This design comes from an exercise in tuning for small area, a short achievable clock period and few clock cycles per item on the open sky130 flow, not from production work. At most, simulation tests tie the RTL to the original design; equivalence was not proved.

Setup of v6:
==> flow/design.v <==
module joinC #(parameter N = 2)(
	input [N - 1 : 0] valid_in,
	output reg  [N - 1 : 0] ready_in,
	output valid_out,
	input ready_out
);
	assign valid_out = &valid_in; 
	reg[N - 1 : 0] singleValid;
	integer i, j;
	always @(*)begin
		for(i = 0; i < N; i = i + 1)begin
			singleValid[i] = 1;
			for(j = 0; j < N; j = j + 1)
				if(i != j)
					singleValid[i] = singleValid[i] & valid_in[j];
		end
		for(i = 0; i < N; i = i + 1)begin
			ready_in[i] = singleValid[i] & ready_out;
		end
	end
endmodule
module OEHB #(parameter INPUTS = 2,
		parameter OUTPUTS = 1,
		parameter DATA_IN_SIZE = 32,
		parameter DATA_OUT_SIZE = 32)
	(
		input clk,
		input rst,
		input [INPUTS * (DATA_IN_SIZE)- 1 : 0]data_in_bus,
		input [INPUTS - 1 : 0]valid_in_bus,
		output [INPUTS - 1 : 0] ready_in_bus,
		output [OUTPUTS * (DATA_OUT_SIZE) - 1 : 0]data_out_bus,
		output reg [OUTPUTS - 1 : 0]valid_out_bus,
		input 	[OUTPUTS - 1 : 0] ready_out_bus
);
	wire reg_en;
	reg [DATA_IN_SIZE - 1 : 0] data_reg;
	always@(posedge clk, posedge rst)
		if(rst)
			valid_out_bus[0] <= 0;
		else
			valid_out_bus[0] <= valid_in_bus[0] | ~ready_in_bus[0];
	always@(posedge clk, posedge rst)
		if(rst)
			data_reg <= 0;
		else if(reg_en)
			data_reg <= data_in_bus[0 * DATA_IN_SIZE +: DATA_IN_SIZE];
	assign data_out_bus[0 * DATA_OUT_SIZE +: DATA_OUT_SIZE] = data_reg;
	assign ready_in_bus[0] = ~valid_out_bus[0] | ready_out_bus[0];
	assign reg_en = ready_in_bus[0] & valid_in_bus[0];
endmodule
module sdiv_op #(parameter INPUTS = 2,
		parameter OUTPUTS = 1,
		parameter DATA_IN_SIZE = 32,
		parameter DATA_OUT_SIZE = 32)
		(
		input clk,
		input rst,
		input [INPUTS * (DATA_IN_SIZE)- 1 : 0]data_in_bus,
		input [INPUTS - 1 : 0]valid_in_bus,
		output [INPUTS - 1 : 0] ready_in_bus,
		output [OUTPUTS * (DATA_OUT_SIZE) - 1 : 0]data_out_bus,
		output [OUTPUTS - 1 : 0]valid_out_bus,
		input [OUTPUTS - 1 : 0] ready_out_bus
);
	localparam K    = 4;                  
	localparam K1   = 3;                  
	localparam NC   = 1 + (31 - K1 + K - 1) / K;   
	localparam CW   = (NC > 8) ? 4 : (NC > 4) ? 3 : (NC > 2) ? 2 : 1;
	localparam DW   = K1 + (NC - 1) * K;  
	function [5:0] clz;
		input [31:0] x;
		integer i;
		begin
			clz = 6'd32;
			for (i = 0; i < 32; i = i + 1)
				if (x[i]) clz = 6'd31 - i;
		end
	endfunction
	function [32:0] add32;
		input [31:0] x, y;
		input        cin;
		reg [31:0] g, p, G, P;
		reg [32:0] cy;
		integer i, l, w;
		begin
			g = x & y;
			p = x ^ y;
			G = g;
			P = p;
			for (l = 0; l < 5; l = l + 1) begin
				w = 1 << l;
				for (i = 31; i >= 0; i = i - 1)
					if (i % (2 * w) == 2 * w - 1) begin
						G[i] = G[i] | (P[i] & G[i - w]);
						P[i] = P[i] & P[i - w];
					end
			end
			for (l = 3; l >= 0; l = l - 1) begin
				w = 1 << l;
				for (i = 31; i >= 0; i = i - 1)
					if (i >= 3 * w - 1 && i % (2 * w) == w - 1) begin
						G[i] = G[i] | (P[i] & G[i - w]);
						P[i] = P[i] & P[i - w];
					end
			end
			cy[0] = cin;
			for (i = 0; i < 32; i = i + 1)
				cy[i + 1] = G[i] | (P[i] & cin);
			add32 = {cy[32], p ^ cy[31:0]};
		end
	endfunction
	reg        sa, sb;
	reg [30:0] ma, mb;
	reg f0, f1;           
	reg rdy0, rdy1;       
	reg          busy;
	reg          fin;     
	reg [CW-1:0] cnt;     
	reg [31:0]   rem;     
	reg [DW-1:0] dq;      
	reg [31:0]   dvs;     
	reg          dsn;     
	reg          neg;     
	reg [31:0] qout;
	reg        qvalid;
	assign ready_in_bus  = {rdy1, rdy0};
	assign data_out_bus  = qout;
	assign valid_out_bus = qvalid;
	wire start    = ~busy & f0 & f1;
	wire [31:0] ax   = {1'b0, ma};            
	wire [31:0] bx   = {1'b0, mb};            
	wire [31:0] amag = ax + sa;
	wire [32:0] adif = {1'b0, amag} + {1'b0, ~bx} + {32'd0, ~sb};    
	wire        sgn1 = (sa ^ sb) & adif[32];
	wire [31:0] dvd  = sgn1 ? adif[31:0] : amag;
	wire        apow = sa & ~|(ma[30:1] & ~ma[29:0]);    
	wire [6:0]  nb   = {1'b0, clz(bx)} - {1'b0, clz(ax)} + {6'd0, apow} + 7'd1;
	reg [CW-1:0] c1;      
	reg [30:0]   rem0;
	reg [DW-1:0] dq0;
	integer c;
	always @(*) begin
		c1 = NC - 1;
		for (c = NC - 1; c >= 1; c = c - 1)
			if (nb[6] || nb <= K1 + (c - 1) * K)        
				c1 = c - 1;
		rem0 = 31'd0;
		dq0  = {DW{1'b0}};
		for (c = 0; c < NC; c = c + 1)
			if (c1 == c) begin
				rem0 = dvd >> (K1 + c * K);
				dq0  = (dvd << (DW - K1 - c * K)) | ({DW{sgn1}} >> (K1 + c * K));
			end
	end
	wire        sgn  = busy ? neg : sgn1;    
	reg [31:0]   w;
	reg [DW-1:0] d;
	reg [31:0]   bv;
	reg          bs;
	reg          op;
	reg [32:0]   sum;
	integer j;
	always @(*) begin
		w  = rem;
		d  = dq;
		bv = dvs;
		bs = dsn;
		for (j = 0; j < K; j = j + 1) begin
			if (j == K - K1 && !busy) begin
				w  = {1'b0, rem0};
				d  = dq0;
				bv = bx;
				bs = sb;
			end
			op  = ~w[31];
			sum = add32({w[30:0], d[DW-1]}, bv ^ {32{op}}, op ^ bs);
			w   = sum[31:0];
			d   = {d[DW-2:0], ~w[31] ^ sgn};    
		end
	end
	wire        last = busy ? ((cnt == 0) | fin) : (c1 == 0);
	wire [30:0] qf   = (busy & fin) ? dq[30:0] : d[30:0];    
	wire [31:0] res  = {sgn, qf};    
	wire take    = start | busy;                   
	wire hold_o  = qvalid & ~ready_out_bus[0];     
	wire busy_n  = (take & ~last) | (take & last & hold_o);
	wire f0_n    = (~f0 | start) ? valid_in_bus[0] : f0;    
	wire f1_n    = (~f1 | start) ? valid_in_bus[1] : f1;
	always @(posedge clk, posedge rst)
		if (rst) begin
			f0 <= 1'b0; f1 <= 1'b0;
			busy <= 1'b0;
			qvalid <= 1'b0;
		end else begin
			f0 <= f0_n; f1 <= f1_n;
			busy <= busy_n;
			qvalid <= hold_o | (take & last);
		end
	always @(posedge clk) begin
		rdy0 <= ~f0_n | (f1_n & ~busy_n);
		rdy1 <= ~f1_n | (f0_n & ~busy_n);
	end
	always @(posedge clk) begin
		if (~f0 | start) begin                       
			sa <= data_in_bus[31];
			ma <= data_in_bus[30:0] ^ {31{data_in_bus[31]}};
		end
		if (~f1 | start) begin                       
			sb <= data_in_bus[63];
			mb <= data_in_bus[62:32] ^ {31{data_in_bus[63]}};
		end
		if (~hold_o) qout <= res;
		if (~busy) begin
			dvs <= bx;
			dsn <= sb;
			neg <= sgn1;
		end
		rem <= w;
		if (~(busy & fin)) dq <= d;
		fin <= last;
		if (start | busy) cnt <= busy ? cnt - 1'b1 : c1 - 1'b1;
	end
endmodule
Settings: LEC_CHECK=0, CAP_MARGIN=20, CORE_MARGIN=2, CORE_UTILIZATION=40, CTS_CLUSTER_DIAMETER=120, CTS_CLUSTER_SIZE=24, SLEW_MARGIN=20; clock period 90.0 ns.
standard.sh (not shown) runs the stock make flow with config.mk's settings and CLKGATE_MAP_FILE= SYNTH_SCRIPT=/design/flow/synth_recipe.tcl, a recipe that flattens the netlist after the stock synthesis.
==> flow/flow/run.sh <==
#!/bin/bash
# The standard layout, except that the port buffers are buf_2 cells
# rather than the cell buffer_ports picks by default (clkdlybuf4s50_1).
set -euo pipefail
export BUFFER_PORTS_ARGS="-buffer_cell sky130_fd_sc_hd__buf_2"
bash standard.sh > standard_make.log 2>&1
Testbench counts of v6, summed over its fixed seeds: cycles 5,387, items 2,400.
Changes in v7 relative to v6:
-- flow/design.v --
<<< v6, line 131
	wire [31:0] ax   = {1'b0, ma};            
	wire [31:0] bx   = {1'b0, mb};            
	wire [31:0] amag = ax + sa;
	wire [32:0] adif = {1'b0, amag} + {1'b0, ~bx} + {32'd0, ~sb};    
	wire        sgn1 = (sa ^ sb) & adif[32];
	wire [31:0] dvd  = sgn1 ? adif[31:0] : amag;
	wire        apow = sa & ~|(ma[30:1] & ~ma[29:0]);    
	wire [6:0]  nb   = {1'b0, clz(bx)} - {1'b0, clz(ax)} + {6'd0, apow} + 7'd1;
>>> v7, line 131
	wire [31:0] ax   = {1'b0, ma};            
	wire [31:0] bx   = {1'b0, mb};            
	reg  [31:0] aone;                         
	integer t;
	always @(*) begin
		aone[0] = 1'b1;
		for (t = 1; t < 32; t = t + 1)
			aone[t] = &(ax | ~((32'd1 << t) - 32'd1));
	end
	wire [31:0] amag = ax ^ (aone & {32{sa}});
	wire [32:0] adif = add32(amag, ~bx, ~sb);    
	wire        dsg  = sa ^ sb;
	wire        sgn1 = dsg & adif[32];
	wire        zq   = dsg & ~adif[32];      
	wire [31:0] dvd  = dsg ? adif[31:0] : amag;
	wire        apow = sa & ~|(ma[30:1] & ~ma[29:0]);    
	wire [6:0]  nb   = {1'b0, clz(bx)} - {1'b0, clz(ax)} + {6'd0, apow} + 7'd1;
<<< v6, line 181
	end
	wire        last = busy ? ((cnt == 0) | fin) : (c1 == 0);
	wire [30:0] qf   = (busy & fin) ? dq[30:0] : d[30:0];    
	wire [31:0] res  = {sgn, qf};    
	wire take    = start | busy;                   
	wire hold_o  = qvalid & ~ready_out_bus[0];     
	wire busy_n  = (take & ~last) | (take & last & hold_o);
	wire f0_n    = (~f0 | start) ? valid_in_bus[0] : f0;    
	wire f1_n    = (~f1 | start) ? valid_in_bus[1] : f1;
	always @(posedge clk, posedge rst)
		if (rst) begin
>>> v7, line 190
	end
	wire        last = busy ? ((cnt == 0) | fin) : (c1 == 0);
	wire [30:0] df   = d[30:0] & {31{busy | ~zq}};
	wire [30:0] qf   = (busy & fin) ? dq[30:0] : df;       
	wire [31:0] res  = {sgn, qf};    
	wire take    = start | busy;                   
	wire hold_o  = qvalid & ~ready_out_bus[0];     
	wire busy_n  = (take & ~last) | (take & last & hold_o);
	wire f0_n    = rdy0 ? valid_in_bus[0] : f0;
	wire f1_n    = rdy1 ? valid_in_bus[1] : f1;
	always @(posedge clk, posedge rst)
		if (rst) begin
<<< v6, line 203
	end
	always @(posedge clk) begin
		if (~f0 | start) begin                       
			sa <= data_in_bus[31];
			ma <= data_in_bus[30:0] ^ {31{data_in_bus[31]}};
		end
		if (~f1 | start) begin                       
			sb <= data_in_bus[63];
			mb <= data_in_bus[62:32] ^ {31{data_in_bus[63]}};
>>> v7, line 213
	end
	always @(posedge clk) begin
		if (rdy0) begin
			sa <= data_in_bus[31];
			ma <= data_in_bus[30:0] ^ {31{data_in_bus[31]}};
		end
		if (rdy1) begin
			sb <= data_in_bus[63];
			mb <= data_in_bus[62:32] ^ {31{data_in_bus[63]}};
<<< v6, line 218
		end
		rem <= w;
		if (~(busy & fin)) dq <= d;
		fin <= last;
		if (start | busy) cnt <= busy ? cnt - 1'b1 : c1 - 1'b1;
>>> v7, line 228
		end
		rem <= w;
		if (~(busy & fin)) dq <= df;    
		fin <= last;
		if (start | busy) cnt <= busy ? cnt - 1'b1 : c1 - 1'b1;
v7 completed end to end with timing, DRC and antenna clean. Changes observed in v7 relative to v6: maximum frequency from static timing analysis lost 1.8 MHz, register-to-register slack picked up an extra 220 ps, wire length per cell lost 2.3%. v7 against v6: final-stage net count moved up; layout cell share with drive strength beyond 1 went up; worst hold-check slack increased 8.3 ps; critical path arrival moved up; cell area after synthesis now sits higher. In the reports for v6 and v7, the larger post-detailed-routing wire length belongs to v6. | pre-CTS setup slack | v7 vs v6 | 77 ps lower |. Taking v6 as the reference point, the area growth from synthesis to layout of v7 rises by 0.47 points. Area taken by multi-input logic gates, v6 and v7: higher on v7.
The RTL of v7 was laid out without a check of its function.

## separate check: timing with driven ports
No port has a modelled driver above. Below, the same layouts with a new extraction and two added sets of constraints.
Step 1, drivers: a clkbuf_16 drives clk and a buf_2 each remaining input, both assumed.
Step 2 times the ports against the registers' clock, not the clock port: input delays grow and output delays shrink by t, the midpoint of the rising clock arrivals with the driver on.
Three values: ideal, step 1, step 2; two values: the first two.
run	t, ns	setup WS [ns]	worst register clock-pin slew, ns	cell pins on the clock port's net
v6	0.555	70.951 / 70.890 / 70.869	0.11 / 0.11	1
v7	0.555	70.275 / 70.225 / 70.780	0.11 / 0.11	1
After both steps every run listed still meets setup and hold. The setup slack of v6, which loses most, moves by -0.061 ns with the drivers and by -0.082 ns with both steps.
